This is an optimization exercise on Yosys and OpenROAD, whose aim is small area and a short achievable clock period, not a production implementation. At most, simulation tests tie the RTL to the original design; equivalence was not proved.

== before ==
==> flow/design.v (excerpt) <==
module I_PD #(parameter size=19)
	(
		input wire clk, rst, EN,
		input wire signed [size-1:0] yk, rk,
		output wire signed [size-1:0] pidk
    );
reg [18:0] yp;
reg [19:0] a1, ir;
wire [19:0] n_ik;
wire [18:0] ik1 = (ir[19] != ir[18]) ? {ir[19], {18{~ir[19]}}} : ir[18:0];
wire [19:0] n_a;
IPD_core core (.yk(yk), .rk(rk), .yp(yp), .ik1(ik1),
	.n_ik(n_ik), .n_a(n_a));
IPD_out out (.a1(a1), .ik1(ik1), .pidk(pidk));
always @(posedge clk or posedge rst)
begin
	if (rst) begin
		yp <= 19'd0;
		ir <= 20'd0;
		a1 <= 20'd0;
	end
	else if (EN) begin
		yp <= yk;
		ir <= n_ik;
		a1 <= n_a;
	end
end
endmodule
For scale: about 1600 cells after synthesis, about 59 flip-flops, ~60 I/O pins, about 13000 um^2 of cells after synthesis.
export LEC_CHECK = 0
export CAP_MARGIN = 20
export CORE_MARGIN = 2
export CORE_UTILIZATION = 40
export PLACE_DENSITY = 0.6
export SLEW_MARGIN = 20
export SYNTH_HIERARCHICAL = 1
create_clock -name core_clock -period 20.0 [get_ports {clk}]
standard.sh (not shown) runs the stock make flow with config.mk's settings and CLKGATE_MAP_FILE= SYNTH_SCRIPT=/design/flow/synth_recipe.tcl, a recipe that flattens the netlist after the stock synthesis.
==> flow/flow/run.sh <==
#!/bin/bash
# Standard ORFS layout, except that the port buffers are buf_2 cells
# instead of the delay cells buffer_ports picks by default.
set -euo pipefail
export BUFFER_PORTS_ARGS="-buffer_cell sky130_fd_sc_hd__buf_2"
bash standard.sh finish > standard_flow.log 2>&1
before ended with every stage complete and zero timing, DRC or antenna violations.
The inputs of after differ from those of before as listed below.
# before
export LEC_CHECK = 0
export CAP_MARGIN = 20
export CORE_MARGIN = 2
export CORE_UTILIZATION = 40
export PLACE_DENSITY = 0.6
export SLEW_MARGIN = 20
export SYNTH_HIERARCHICAL = 1
create_clock -name core_clock -period 20.0 [get_ports {clk}]
# after
export LEC_CHECK = 0
export CAP_MARGIN = 20
export CORE_MARGIN = 2
export CORE_UTILIZATION = 40
export PLACE_DENSITY = 0.6
export SLEW_MARGIN = 20
create_clock -name core_clock -period 20.0 [get_ports {clk}]
==> results.txt <==
- Simple-gate portion of the synthesized area came out higher on after than on before.
- Per the comparison of after with before, worst clock skew decreased by 0.0070 ns relative to the old numbers; die area decreased by 1400 um^2 relative to the old numbers.
No run of this note included a check of the RTL's function; only the layout flow was run.

---

== alpha ==
Another version of the RTL of I_PD (not shown whole).
Size in the first run: ~1,600 cells after synthesis, about 58 flip-flops, ~60 I/O pins, about 0.012 mm2 of cells after synthesis.
==> flow/config.mk <==
export PLATFORM = sky130hd
export DESIGN_NAME = I_PD
export DESIGN_NICKNAME = I_PD
export VERILOG_FILES = /design/flow/design.v
export SDC_FILE = /design/flow/constraint.sdc
export NUM_CORES = 4
export LEC_CHECK = 0
export CAP_MARGIN = 20
export CORE_MARGIN = 2
export CORE_UTILIZATION = 40
export CTS_BUF_LIST = sky130_fd_sc_hd__clkbuf_8
export PLACE_DENSITY = 0.6
export SLEW_MARGIN = 20
==> flow/constraint.sdc <==
create_clock -name core_clock -period 20.0 [get_ports {clk}]
set_input_delay 4.0000 -clock core_clock [delete_from_list [all_inputs] [get_ports {clk}]]
set_output_delay 4.0000 -clock core_clock [all_outputs]
set_load 0.01 [all_outputs]
==> flow/flow/run.sh <==
#!/bin/bash
# Standard ORFS layout, except that the port buffers are buf_2 cells
# instead of the delay cells buffer_ports picks by default, and half-adder
# cells are added to the platform's don't-use list (ABC maps their logic).
set -euo pipefail
export BUFFER_PORTS_ARGS="-buffer_cell sky130_fd_sc_hd__buf_2"
DONT_USE="sky130_fd_sc_hd__probe_p_8 sky130_fd_sc_hd__probec_p_8 sky130_fd_sc_hd__lpflow_bleeder_1 sky130_fd_sc_hd__lpflow_clkbufkapwr_1 sky130_fd_sc_hd__lpflow_clkbufkapwr_16 sky130_fd_sc_hd__lpflow_clkbufkapwr_2 sky130_fd_sc_hd__lpflow_clkbufkapwr_4 sky130_fd_sc_hd__lpflow_clkbufkapwr_8 sky130_fd_sc_hd__lpflow_clkinvkapwr_1 sky130_fd_sc_hd__lpflow_clkinvkapwr_16 sky130_fd_sc_hd__lpflow_clkinvkapwr_2 sky130_fd_sc_hd__lpflow_clkinvkapwr_4 sky130_fd_sc_hd__lpflow_clkinvkapwr_8 sky130_fd_sc_hd__lpflow_decapkapwr_12 sky130_fd_sc_hd__lpflow_decapkapwr_3 sky130_fd_sc_hd__lpflow_decapkapwr_4 sky130_fd_sc_hd__lpflow_decapkapwr_6 sky130_fd_sc_hd__lpflow_decapkapwr_8 sky130_fd_sc_hd__lpflow_inputiso0n_1 sky130_fd_sc_hd__lpflow_inputiso0p_1 sky130_fd_sc_hd__lpflow_inputiso1n_1 sky130_fd_sc_hd__lpflow_inputiso1p_1 sky130_fd_sc_hd__lpflow_inputisolatch_1 sky130_fd_sc_hd__lpflow_isobufsrc_1 sky130_fd_sc_hd__lpflow_isobufsrc_16 sky130_fd_sc_hd__lpflow_isobufsrc_2 sky130_fd_sc_hd__lpflow_isobufsrc_4 sky130_fd_sc_hd__lpflow_isobufsrc_8 sky130_fd_sc_hd__lpflow_isobufsrckapwr_16 sky130_fd_sc_hd__lpflow_lsbuf_lh_hl_isowell_tap_1 sky130_fd_sc_hd__lpflow_lsbuf_lh_hl_isowell_tap_2 sky130_fd_sc_hd__lpflow_lsbuf_lh_hl_isowell_tap_4 sky130_fd_sc_hd__lpflow_lsbuf_lh_isowell_4 sky130_fd_sc_hd__lpflow_lsbuf_lh_isowell_tap_1 sky130_fd_sc_hd__lpflow_lsbuf_lh_isowell_tap_2 sky130_fd_sc_hd__lpflow_lsbuf_lh_isowell_tap_4 sky130_fd_sc_hd__ha_1 sky130_fd_sc_hd__ha_2 sky130_fd_sc_hd__ha_4"
bash standard.sh "DONT_USE_CELLS=$DONT_USE" finish > standard_flow.log 2>&1
--- input diff alpha..beta ---
==> flow/flow/run.sh <==
#!/bin/bash
# Standard ORFS layout, except that the port buffers are buf_2 cells
# instead of the delay cells buffer_ports picks by default, and half-adder
# cells are not used (their logic is left to ABC).
set -euo pipefail
export BUFFER_PORTS_ARGS="-buffer_cell sky130_fd_sc_hd__buf_2"
export DONT_USE_CELLS="sky130_fd_sc_hd__ha_1 sky130_fd_sc_hd__ha_2 sky130_fd_sc_hd__ha_4"
bash standard.sh finish > standard_flow.log 2>&1
[summary]
- beta reached the final stage; the timing, DRC and antenna checks on its layout passed.
- alpha | stages: all done | timing, DRC, antenna: all pass
- Compared with alpha, beta shows worst hold-check slack lower by 0.020 ns.
- beta improves on alpha in first-pass GRT wire length.
- Cell area | beta vs alpha | beta smaller
- Changes observed in beta relative to alpha: horizontal die dimension went down by about 1.6%, final worst-path setup slack now sits lower, period utilization about even.
Input changes introduced in gamma (baseline for comparison: beta):
==> flow/flow/run.sh <==
#!/bin/bash
# Standard ORFS layout, except that the port buffers are buf_2 cells
# instead of the delay cells buffer_ports picks by default.
set -euo pipefail
export BUFFER_PORTS_ARGS="-buffer_cell sky130_fd_sc_hd__buf_2"
bash standard.sh finish > standard_flow.log 2>&1
Results
From gamma to beta, total wire length did not move at all.
Going from beta to gamma, total routing usage reported by global routing ~0 delta; met2 demand-to-capacity share in global routing ~0 delta; transition at the pin with the smallest max-transition slack ~0 delta.
Final worst-path cycle share of gamma is on par with beta.
In terms of worst slack at placement, gamma and beta differ only marginally.
As far as first-iteration DRC count goes, gamma and beta are indistinguishable; the numbers are identical.
As far as minimum period implied by the final worst setup slack goes, beta and gamma are indistinguishable; the numbers are identical.
Per the comparison of gamma with beta, post-route DRC violation count level; fraction of the core area covered by cells at the end of the flow level.

---

== quartz ==
The RTL this note starts from:
==> flow/design.v <==
`timescale 1ns / 1ps
module IPD_core
	(
		input wire [18:0] yk, rk,
		input wire [18:0] yp,       
		input wire [18:0] ik1,
		output wire [18:0] n_ik1,
		output wire [19:0] n_a
    );
localparam [18:0] MAX = 19'h3FFFF;
localparam [18:0] MIN = 19'h40000;
function [18:0] clamp20(input [19:0] s);
	clamp20 = (s[19] != s[18]) ? (s[19] ? MIN : MAX) : s[18:0];
endfunction
function [39:0] csa(input [19:0] a, input [19:0] b, input [19:0] c);
	csa = {((a & b) | (a & c) | (b & c)) << 1, a ^ b ^ c};
endfunction
wire ypmin = (yp == MIN);
wire ymin = (yk == MIN);
wire [19:0] t0 = {yk[18], yk} - {yp[18], yp};
wire [19:0] t = {t0[19] ^ ypmin, t0[18:0]};
wire signed [19:0] ts = t;
wire d_min = ts >= 20'sd3496;       
wire d_max = ts <= -20'sd3496;      
wire dsat = d_min | d_max;
wire d_wrap = (ts >= 20'sd1748) | (ts <= -20'sd1748);
wire [39:0] l1 = csa(~(t << 7), ~(t << 4), ~(t << 3));
wire [39:0] l2 = csa(l1[19:0], {l1[39:21], 1'b1}, {t[18:0], 1'b1});
wire signed [18:0] ys = yk;
wire p_min = ys >= 19'sd29128;      
wire p_max = ys <= -19'sd29128;     
wire psat = p_min | p_max;
wire p_wrap = (ys >= 19'sd14564) | (ys <= -19'sd14564);
wire par_p = psat ? p_max : p_wrap;
wire [19:0] yw = {yk[18], yk};
wire [19:0] p18 = (yw << 4) + (yw << 1);
wire [19:0] pm1 = p_min ? 20'hBFFFF : p_max ? 20'hBFFFE : ~p18;
wire [39:0] l3 = csa(l2[19:0], {l2[39:21], 1'b1}, pm1);
wire [19:0] v = l3[19:0] + {l3[39:21], 1'b1};
wire [19:0] a_w = {v[19] ^ d_wrap ^ par_p, v[18:0]};
wire [19:0] pd = pm1 + {19'd0, ~d_max};
wire [1:0] pd_hi = pd[19:18] + 2'b11;
wire [19:0] a_s = {pd_hi[1] ^ d_max ^ par_p, pd_hi[0], pd[17:0]};
wire [19:0] a = dsat ? a_s : a_w;            
wire [19:0] e0 = {rk[18], rk} - {yk[18], yk};
wire [19:0] e = {e0[19] ^ ymin, e0[18:0]};
wire signed [19:0] es = e;
wire m_max = es >= 20'sd74899;
wire m_min = es <= -20'sd74899;
wire msat = m_max | m_min;
wire m_wrap = (es >= 20'sd37450) | (es <= -20'sd37450);
wire [39:0] lq = csa(e << 3, ~e, {ik1[18], ik1});
wire [19:0] q = lq[19:0] + {lq[39:21], 1'b1};
wire [18:0] ik_w = clamp20({q[19] ^ m_wrap, q[18:0]});
wire [18:0] ik1_dec = {1'b0, ik1[17:0]} + 19'h7FFFF;
wire [18:0] ik_max = ik1[18] ? ik1_dec : MAX;
wire [18:0] ik_min = ik1[18] ? MIN : {1'b1, ik1[17:0]};
wire [18:0] ik = m_max ? ik_max : m_min ? ik_min : ik_w;
assign n_ik1 = ik;
assign n_a = a;
endmodule
module IPD_out
	(
		input wire [19:0] a1,      
		input wire [18:0] ik1,
		output wire [18:0] pidk
    );
localparam [18:0] MAX = 19'h3FFFF;
localparam [18:0] MIN = 19'h40000;
wire [18:0] a = (a1[19] != a1[18]) ? (a1[19] ? MIN : MAX) : a1[18:0];
wire [19:0] sum = {a[18], a} + {ik1[18], ik1};
assign pidk = (sum[19] != sum[18]) ? {sum[19], {18{~sum[19]}}} : sum[18:0];
endmodule
module I_PD #(parameter size=19)
	(
		input wire clk, rst, EN,
		input wire signed [size-1:0] yk, rk,
		output wire signed [size-1:0] pidk
    );
reg [18:0] yp, ik1;
reg [19:0] a1;
wire [18:0] n_ik1;
wire [19:0] n_a;
IPD_core core (.yk(yk), .rk(rk), .yp(yp), .ik1(ik1),
	.n_ik1(n_ik1), .n_a(n_a));
IPD_out out (.a1(a1), .ik1(ik1), .pidk(pidk));
always @(posedge clk or posedge rst)
begin
	if (rst) begin
		yp <= 19'd0;
		ik1 <= 19'd0;
		a1 <= 20'd0;
	end
	else if (EN) begin
		yp <= yk;
		ik1 <= n_ik1;
		a1 <= n_a;
	end
end
endmodule
export LEC_CHECK = 0
export CAP_MARGIN = 20
export CORE_MARGIN = 2
export CORE_UTILIZATION = 40
export PLACE_DENSITY = 0.6
export SLEW_MARGIN = 20
create_clock -name core_clock -period 20.0 [get_ports {clk}]
==> flow/flow/run.sh <==
#!/bin/bash
# Standard ORFS layout, except that the port buffers are buf_2 cells
# instead of the delay cells buffer_ports picks by default.
set -euo pipefail
export BUFFER_PORTS_ARGS="-buffer_cell sky130_fd_sc_hd__buf_2"
bash standard.sh finish > standard_flow.log 2>&1
quartz has completed all stages; timing, DRC and antenna checks passed.
Here is what was changed in the inputs of zinc compared with quartz.
Settings: an added CTS_BUF_LIST of sky130_fd_sc_hd__clkbuf_8.
==> flow/flow/run.sh <==
#!/bin/bash
# Standard ORFS layout, except that the port buffers are buf_2 cells
# instead of the delay cells buffer_ports picks by default, and synthesis
# leaves full and half adders to ABC instead of extracting them first.
set -euo pipefail
export BUFFER_PORTS_ARGS="-buffer_cell sky130_fd_sc_hd__buf_2"
bash standard.sh ADDER_MAP_FILE= finish > standard_flow.log 2>&1
## What came out
zinc completed every stage of the flow, and the final layout passed the timing, DRC and antenna checks. quartz → zinc: die outline width went up 9.8%, count of clock-buffer cells in the layout went down.
For nickel, these inputs were changed with respect to zinc:
Settings: CTS_CLUSTER_DIAMETER: unset -> 200; CTS_CLUSTER_SIZE: unset -> 40.
==> flow/flow/run.sh <==
#!/bin/bash
# Standard ORFS layout, except that the port buffers are buf_2 cells
# instead of the delay cells buffer_ports picks by default.
set -euo pipefail
export BUFFER_PORTS_ARGS="-buffer_cell sky130_fd_sc_hd__buf_2"
bash standard.sh finish > standard_flow.log 2>&1
==> comparison <==
zinc leaves less setup margin than nickel. nickel — portion of the clock cycle consumed by the worst path in the final layout 1.1 points lower, zinc as reference. On total half-perimeter wirelength after legalization and detailed placement: nickel sits below zinc. Re combined global-route utilization of all metal layers: nickel and zinc aren't equal, and the lower value belongs to nickel. In the metrics for nickel and zinc, the one carrying the higher number of logic inverters in the finished layout is nickel. Measured against each other, nickel and zinc differ in max-slew headroom at the worst pin, the lower figure coming from zinc. Via count of the first global-routing pass shrinks by more than a quarter when moving from zinc to nickel. The capturing instance or port of the critical path comes out pidk[4] in one run and ik1[2] in the other, namely in zinc and nickel respectively. Between nickel and zinc, it is nickel whose post-layout instance count excluding filler cells is lower, by 511.
Setup changes, nickel to ember
Settings: CTS_CLUSTER_DIAMETER no longer set, was 200; SYNTH_HIERARCHICAL now 1, previously not set; CTS_CLUSTER_SIZE no longer set, was 40.
==> comparison <==
ember: flow completed, timing, DRC and antenna clean
Against nickel, ember comes in 0.62 points higher on total routing resource utilization after global routing.
nickel → ember: routing usage on met3 ~0 delta; least setup slack across all paths after layout +0.022 ns.
Compared with nickel, in ember summed instance area of the synthesized netlist rose 830 sq um, time the final worst path needs with I/O delays and setup decreased by 0.022 ns relative to the old numbers, final wirelength rose 2.2 mm, non-clock buffer contribution to total cell area fell by 0.16 points.

---

Another version of the RTL of I_PD (not shown whole).
For scale: ~57 flip-flops, ~60 I/O pins, roughly 0.012 mm² of cells after synthesis.
clock: 20.0 ns
lec_check: 0
cap_margin: 80
core_margin: 2
core_utilization: 40
place_density: 0.6
setup_slack_margin: 5
slew_margin: 80
run.sh (not shown) runs the stock make flow with config.mk's settings and CLKGATE_MAP_FILE= SYNTH_SCRIPT=/design/flow/synth_recipe.tcl, a recipe that flattens the netlist after the stock synthesis.
Stock flow here: none of the scripts above is used.
==> next run, changes <==
SETUP_SLACK_MARGIN = not set   (was 5)
Worst hold slack degrades by 3.9 ps.
Cell count goes down by 3.3%.
Setup slack degrades by 3200 ps.
Via count falls by 5.2%.
Fmax decreases by 18%.
Die area does not change.
Core utilization decreases by 3.4 points.
Synthesized area is unchanged.
==> next run, changes <==
CAP_MARGIN = 20   (was 80)
SLEW_MARGIN = 20   (was 80)
- The new run produced a clean layout
- wire length falls by 4.6%
- final area went down by 11%
- critical path depth goes down by 10
- fmax goes up by 0.83%
- first-iteration DRC count goes up by 0.48%
- via count drops by 2.7%
- clock skew barely changes
- area after synthesis is unchanged
- sequential share of layout area goes up by 1.2 points
Function was not checked in any run of this note: the RTL went through the layout flow alone.

[static timing again, ports no longer ideal]
The results above use ideal ports. As a check the final layouts listed here were re-extracted and re-timed, cells and wires unchanged.
Step 1 assumes that a clkbuf_16 drives the clock port and a buf_2 every other input.
Step 2 also shifts input and output timing later by t, the mid clock arrival at the registers, as if the neighbouring blocks saw the same clock.
Slacks: ideal ports / drivers / drivers and shift; pairs: ideal ports / drivers.
run | shift t [ns] | setup WS [ns] | clock arrival spread, ns | slew at the worst register clock pin (ns) | worst data-port slew with drivers (ns)
before | 0.396 | 10.216 / 10.204 / 9.808 | 0.019 / 0.018 | 0.07 / 0.07 | 0.10
after | 0.385 | 9.558 / 9.512 / 9.896 | 0.012 / 0.011 | 0.06 / 0.06 | 0.08
alpha | 0.420 | 9.918 / 9.909 / 9.488 | 0.018 / 0.019 | 0.09 / 0.09 | 0.06
beta | 0.416 | 9.911 / 9.900 / 9.483 | 0.025 / 0.025 | 0.09 / 0.09 | 0.07
gamma | 0.416 | 9.911 / 9.900 / 9.483 | 0.025 / 0.025 | 0.09 / 0.09 | 0.07
quartz | 0.388 | 9.870 / 9.889 / 9.501 | 0.011 / 0.010 | 0.06 / 0.06 | 0.05
zinc | 0.429 | 9.689 / 9.642 / 9.739 | 0.018 / 0.018 | 0.09 / 0.09 | 0.09
nickel | 0.405 | 9.904 / 9.919 / 9.514 | 0.020 / 0.020 | 0.08 / 0.08 | 0.05
ember | 0.405 | 9.926 / 9.911 / 9.506 | 0.023 / 0.023 | 0.09 / 0.09 | 0.08
the first run of note 4 | 0.391 | 5.344 / 5.339 / 4.948 | 0.007 / 0.007 | 0.06 / 0.06 | 0.06
the second run of note 4 | 0.379 | 2.157 / 2.175 / 1.796 | 0.008 / 0.007 | 0.06 / 0.06 | 0.04
the third run of note 4 | 0.373 | 2.304 / 2.313 / 1.940 | 0.008 / 0.008 | 0.06 / 0.06 | 0.04
After both steps every run listed still meets setup and hold. For alpha, which loses most, drivers alone change the setup slack by -0.009 ns; drivers and shift together by -0.430 ns.
